Background: an optimization exercise with open tools, aiming at small area. Do not read the settings as production practice. In this exercise RTL edits were held to simulation tests only and were not proved equivalent to the original. Power and IR drop assume default switching activity.

== run 1 ==
==> flow/design.v <==
`timescale  1ns/1ns
`default_nettype wire
module parser_wrapper #(
  parameter C_BUS_DATA_WIDTH = 512                 ,
  parameter C_BUS_KEEP_WIDTH = (C_BUS_DATA_WIDTH/8)
) (
  input  wire                        CLK              ,
  input  wire                        RST_N            ,
  input  wire [C_BUS_DATA_WIDTH-1:0] IN_PACKET_TDATA  ,
  output wire                        IN_PACKET_TREADY ,
  input  wire                        IN_PACKET_TVALID ,
  input  wire                        IN_PACKET_TLAST  ,
  input  wire [C_BUS_KEEP_WIDTH-1:0] IN_PACKET_TKEEP  ,
  output wire [C_BUS_DATA_WIDTH-1:0] OUT_PACKET_TDATA ,
  input  wire                        OUT_PACKET_TREADY,
  output wire                        OUT_PACKET_TVALID,
  output wire                        OUT_PACKET_TLAST ,
  output wire [C_BUS_KEEP_WIDTH-1:0] OUT_PACKET_TKEEP ,
  output wire                        RULE_TDATA       ,
  output wire                        RULE_TVALID
);
  assign OUT_PACKET_TDATA  = IN_PACKET_TDATA;
  assign IN_PACKET_TREADY  = OUT_PACKET_TREADY;
  assign OUT_PACKET_TVALID = IN_PACKET_TVALID;
  assign OUT_PACKET_TLAST  = IN_PACKET_TLAST;
  assign OUT_PACKET_TKEEP  = IN_PACKET_TKEEP;
  wire [C_BUS_DATA_WIDTH-1:0] d = IN_PACKET_TDATA;
  wire take = IN_PACKET_TVALID & OUT_PACKET_TREADY;
  reg       first;       
  reg       second;      
  reg       candidate;
  reg [2:0] off;         
  reg       pend_valid, pend_rule;
  reg       rule_valid, rule;
  assign RULE_TDATA  = rule;
  assign RULE_TVALID = rule_valid;
  wire is_cand = (d[96+:16] == 16'h0008) && (d[184+:8] == 8'h06) &&
                 (d[272+:16] == 16'hbb01 || d[288+:16] == 16'hbb01);
  wire [7:0] hit;
  genvar k;
  generate
    for (k = 0; k < 8; k = k + 1) begin : g_hit
      assign hit[k] = (d[16+32*k+:8] == 8'd22) && (d[56+32*k+:8] == 8'd1);
    end
  endgenerate
  always @(posedge CLK or negedge RST_N) begin
    if (~RST_N) begin
      first      <= 1'b1;
      pend_valid <= 1'b0;
      rule_valid <= 1'b0;
    end else begin
      if (take)
        first <= IN_PACKET_TLAST;
      pend_valid <= take & (first ? IN_PACKET_TLAST : second);
      rule_valid <= pend_valid;
    end
  end
  always @(posedge CLK) begin
    if (take) begin
      second <= first & ~IN_PACKET_TLAST;
      if (first) begin
        candidate <= is_cand;
        off       <= d[372+:3];
      end
    end
    pend_rule <= ~first & candidate & hit[off];
    rule      <= pend_rule;
  end
endmodule
export LEC_CHECK = 0
export CAP_MARGIN = 20
export CORE_AREA = 5 5 435 435
export DIE_AREA = 0 0 440 440
export SLEW_MARGIN = 20
create_clock -name core_clock -period 5.0 [get_ports {CLK}]
standard.sh (not shown) runs the stock make flow with config.mk's settings and CLKGATE_MAP_FILE= SYNTH_SCRIPT=/design/flow/synth_recipe.tcl, a recipe that flattens the netlist after the stock synthesis.
==> flow/flow/run.sh <==
#!/bin/bash
set -euo pipefail
bash standard.sh "BUFFER_PORTS_ARGS=-buffer_cell sky130_fd_sc_hd__buf_1" finish > flow_make.log 2>&1
--- input diff run 1..run 2 ---
- an added CTS_BUF_LIST of sky130_fd_sc_hd__clkbuf_4
- a change of DIE_AREA from 0 0 440 440 to 0 0 200 200
- a change of CORE_AREA from 5 5 435 435 to 5 5 195 195
## What came out
What ended run 2 was a tool error in 3_2_place_iop; the run never finished. In the flow results for run 2 and run 1, the chip width is smaller on run 2. From run 2 to run 1, share of the synthesized area in compound gates (AO/OA/AOI/OAI) did not move at all. Run 1 has a lower initial cell density of the core than run 2. Run 2 against run 1; die height is down by more than half.
Inputs modified between run 2 and run 3:
- CTS_BUF_LIST: sky130_fd_sc_hd__clkbuf_4 -> sky130_fd_sc_hd__clkbuf_8
- DIE_AREA: 0 0 200 200 -> 0 0 440 440
- CORE_AREA: 5 5 195 195 -> 5 5 435 435
- Having completed the whole flow, run 3 delivered a layout that passed the timing, DRC and antenna checks.
- Number of different library cells in the post-synthesis netlist came out exactly the same in run 2 and run 3.
- Number of synthesized flops with an enable pin: run 3 vs run 2 identical
- Multiplexer share of the synthesized area of run 2 is on par with run 3.
- Compared with run 2, in run 3 summed instance area of the synthesized netlist was more or less identical; synthesized cell count held steady; x dimension of the die saw an increase; die boundary height went up by about 120%; register bit count reported by yosys neither gained nor lost much.

---

// parser_wrapper: RTL as listed in full above, without the edits since
Settings: LEC_CHECK=0, CAP_MARGIN=20, CORE_AREA=5 5 435 435, DIE_AREA=0 0 440 440, SLEW_MARGIN=20; clock period 5.0 ns.
run.sh (not shown) runs the stock make flow with config.mk's settings and CLKGATE_MAP_FILE= SYNTH_SCRIPT=/design/flow/synth_recipe.tcl, a recipe that flattens the netlist after the stock synthesis.
Stock flow here: none of the scripts above is used.
Next try:
==> flow/flow/run.sh (new file) <==
#!/bin/bash
set -euo pipefail
bash standard.sh "BUFFER_PORTS_ARGS=-buffer_cell sky130_fd_sc_hd__buf_1" finish > flow_make.log 2>&1
==> flow/standard.sh (new file) <==
#!/bin/bash
# synth_recipe.tcl (not shown) runs the flow's synth.tcl, then flattens the netlist and writes it again
# the make line also repeats each setting of config.mk as NAME=value (left out here)
make -C /OpenROAD-flow-scripts/flow DESIGN_CONFIG=/design/flow/config.mk WORK_HOME=/design/flow/orfs CLKGATE_MAP_FILE= SYNTH_SCRIPT=/design/flow/synth_recipe.tcl "${@:-finish}"
- CTS_BUF_LIST: default -> sky130_fd_sc_hd__clkbuf_4
removed: flow/run.sh
=>
- register-to-register slack improves by 130 ps
- core utilization falls by 1.2 points
- clock skew rises by 5.3 ps
- global-route usage is about the same
- design area goes down by 29%
- count of clock-buffer cells in the layout stays the same
- worst setup slack is better by 690 ps
- sequential share of layout area increases by 1.5 points
- non-clock buffer count decreases by 1
- total power shrinks by 31%

---

parser_wrapper, a different RTL version from the one above (not shown whole).
For scale: about 10 flip-flops, ~1200 I/O pins.
Design parser_wrapper, start of the top module:
module parser_wrapper #(
  parameter C_BUS_DATA_WIDTH = 512                 ,
  parameter C_BUS_KEEP_WIDTH = (C_BUS_DATA_WIDTH/8)
) (
  input  wire                        CLK              ,
  input  wire                        RST_N            ,
  input  wire [C_BUS_DATA_WIDTH-1:0] IN_PACKET_TDATA  ,
  output wire                        IN_PACKET_TREADY ,
  input  wire                        IN_PACKET_TVALID ,
  input  wire                        IN_PACKET_TLAST  ,
  input  wire [C_BUS_KEEP_WIDTH-1:0] IN_PACKET_TKEEP  ,
  output wire [C_BUS_DATA_WIDTH-1:0] OUT_PACKET_TDATA ,
  input  wire                        OUT_PACKET_TREADY,
  output wire                        OUT_PACKET_TVALID,
  output wire                        OUT_PACKET_TLAST ,
  output wire [C_BUS_KEEP_WIDTH-1:0] OUT_PACKET_TKEEP ,
  output wire                        RULE_TDATA       ,
  output wire                        RULE_TVALID
);
export LEC_CHECK = 0
export CAP_MARGIN = 20
export CORE_AREA = 5 5 435 435
export DIE_AREA = 0 0 440 440
export SLEW_MARGIN = 20
export SYNTH_HIERARCHICAL = 1
export SYNTH_MINIMUM_KEEP_SIZE = 0
create_clock -name core_clock -period 5.0 [get_ports {CLK}]
standard.sh (not shown) runs the stock make flow with config.mk's settings and CLKGATE_MAP_FILE= SYNTH_SCRIPT=/design/flow/synth_recipe.tcl, a recipe that flattens the netlist after the stock synthesis.
==> flow/flow/run.sh <==
#!/bin/bash
# The standard layout with three changes:
#  - ports are buffered with the smallest buffer (buffer_ports -buffer_cell);
#  - after the floorplan, combinational cells are swapped for the smallest
#    cell of their family (flow/downsize.tcl); later repair sizes up as needed;
#  - CTS builds one cluster of sinks with small clock buffers.
# Each step's output goes to a log of its own in this folder.
set -euo pipefail
export RESULTS=$PWD/orfs/results/$FLOW_PLATFORM/parser_wrapper/base
ARGS=(
  "PRE_IO_PLACEMENT_TCL=$PWD/flow/pins.tcl"
  "BUFFER_PORTS_ARGS=-buffer_cell sky130_fd_sc_hd__buf_1"
  "CTS_ARGS=-sink_clustering_enable -repair_clock_nets -buf_list sky130_fd_sc_hd__clkbuf_4 -sink_clustering_size 30 -sink_clustering_max_diameter 200 -dont_use_dummy_load"
)
bash standard.sh "${ARGS[@]}" floorplan > flow_floorplan.log 2>&1
openroad -no_init -exit flow/downsize.tcl > flow_downsize.log 2>&1
bash standard.sh "${ARGS[@]}" finish > flow_finish.log 2>&1
==> flow/flow/pins.tcl <==
# Put the ports that the logic uses (the data bits the filter reads, both
# their input and their output, the handshake, clock, reset and verdict) on
# the bottom edge, so that the logic sits close to them; the pure
# feed-through ports go anywhere else.
set bits {}
for {set k 0} {$k < 8} {incr k} {
  set p [expr {16 + 32 * $k}]
  for {set i 0} {$i < 8} {incr i} {
    lappend bits [expr {$p + $i}] [expr {$p + 40 + $i}]
  }
}
foreach {lo hi} {96 111 184 191 272 303 372 374} {
  for {set i $lo} {$i <= $hi} {incr i} { lappend bits $i }
}
set names {}
foreach b [lsort -integer -unique $bits] {
  lappend names "IN_PACKET_TDATA\[$b\]" "OUT_PACKET_TDATA\[$b\]"
}
lappend names CLK RST_N IN_PACKET_TVALID OUT_PACKET_TVALID IN_PACKET_TLAST \
  OUT_PACKET_TLAST OUT_PACKET_TREADY IN_PACKET_TREADY RULE_TDATA RULE_TVALID
puts "pins on the bottom edge: [llength $names]"
set_io_pin_constraint -pin_names $names -region bottom:*
Other scripts of this flow, unchanged in this note and not shown: flow/flow/downsize.tcl
The starting point did not get past global placement.
==> next run, changes <==
--- a/flow/flow/run.sh
+++ b/flow/flow/run.sh
@@ -9,5 +9,4 @@
 export RESULTS=$PWD/orfs/results/$FLOW_PLATFORM/parser_wrapper/base
 ARGS=(
-  "PRE_IO_PLACEMENT_TCL=$PWD/flow/pins.tcl"
   "BUFFER_PORTS_ARGS=-buffer_cell sky130_fd_sc_hd__buf_1"
   "CTS_ARGS=-sink_clustering_enable -repair_clock_nets -buf_list sky130_fd_sc_hd__clkbuf_4 -sink_clustering_size 30 -sink_clustering_max_diameter 200 -dont_use_dummy_load"
removed: flow/flow/pins.tcl
- The new run passed the timing, DRC and antenna checks
- synthesized area stays the same
- synthesized cell count stays the same

==> what the ideal ports hide <==
The results above use ideal ports. As a check the final layouts listed here were re-extracted and re-timed, cells and wires unchanged.
Step 1: set_driving_cell puts a clkbuf_16 on CLK and a buf_2 on each other input, an assumption about the parent block.
Step 2 also shifts input and output timing later by t, the mid clock arrival at the registers, as if the neighbouring blocks saw the same clock.
a / b / c = no drivers / after step 1 / after step 2; a / b = the first two.
| run | t, ns | setup slack, ns | hold WS [ns] | worst setup path at the end | worst register clock-pin slew, ns |
|---|---|---|---|---|---|
| run 1 | 0.311 | 2.106 / 2.012 / 1.927 | 0.352 / 0.352 / 0.352 | input to register | 0.05 / 0.05 |
| run 3 | 0.312 | 2.109 / 2.014 / 1.929 | 0.359 / 0.359 / 0.359 | input to register | 0.06 / 0.06 |
| the first run of note 2 | 0.299 | 1.421 / 1.352 / 1.352 | 0.331 / 0.331 / 0.331 | input to output | 0.04 / 0.04 |
| the second run of note 2 | 0.347 | 2.109 / 2.014 / 1.937 | 0.363 / 0.363 / 0.363 | input to register | 0.09 / 0.09 |
| the second run of note 3 | 0.383 | 2.014 / 1.984 / 1.713 | 0.374 / 0.374 / 0.374 | input to register | 0.10 / 0.10 |
After both steps every run listed still meets setup and hold. For the second run of note 3, which loses most, drivers alone change the setup slack by -0.030 ns; drivers and shift together by -0.301 ns.
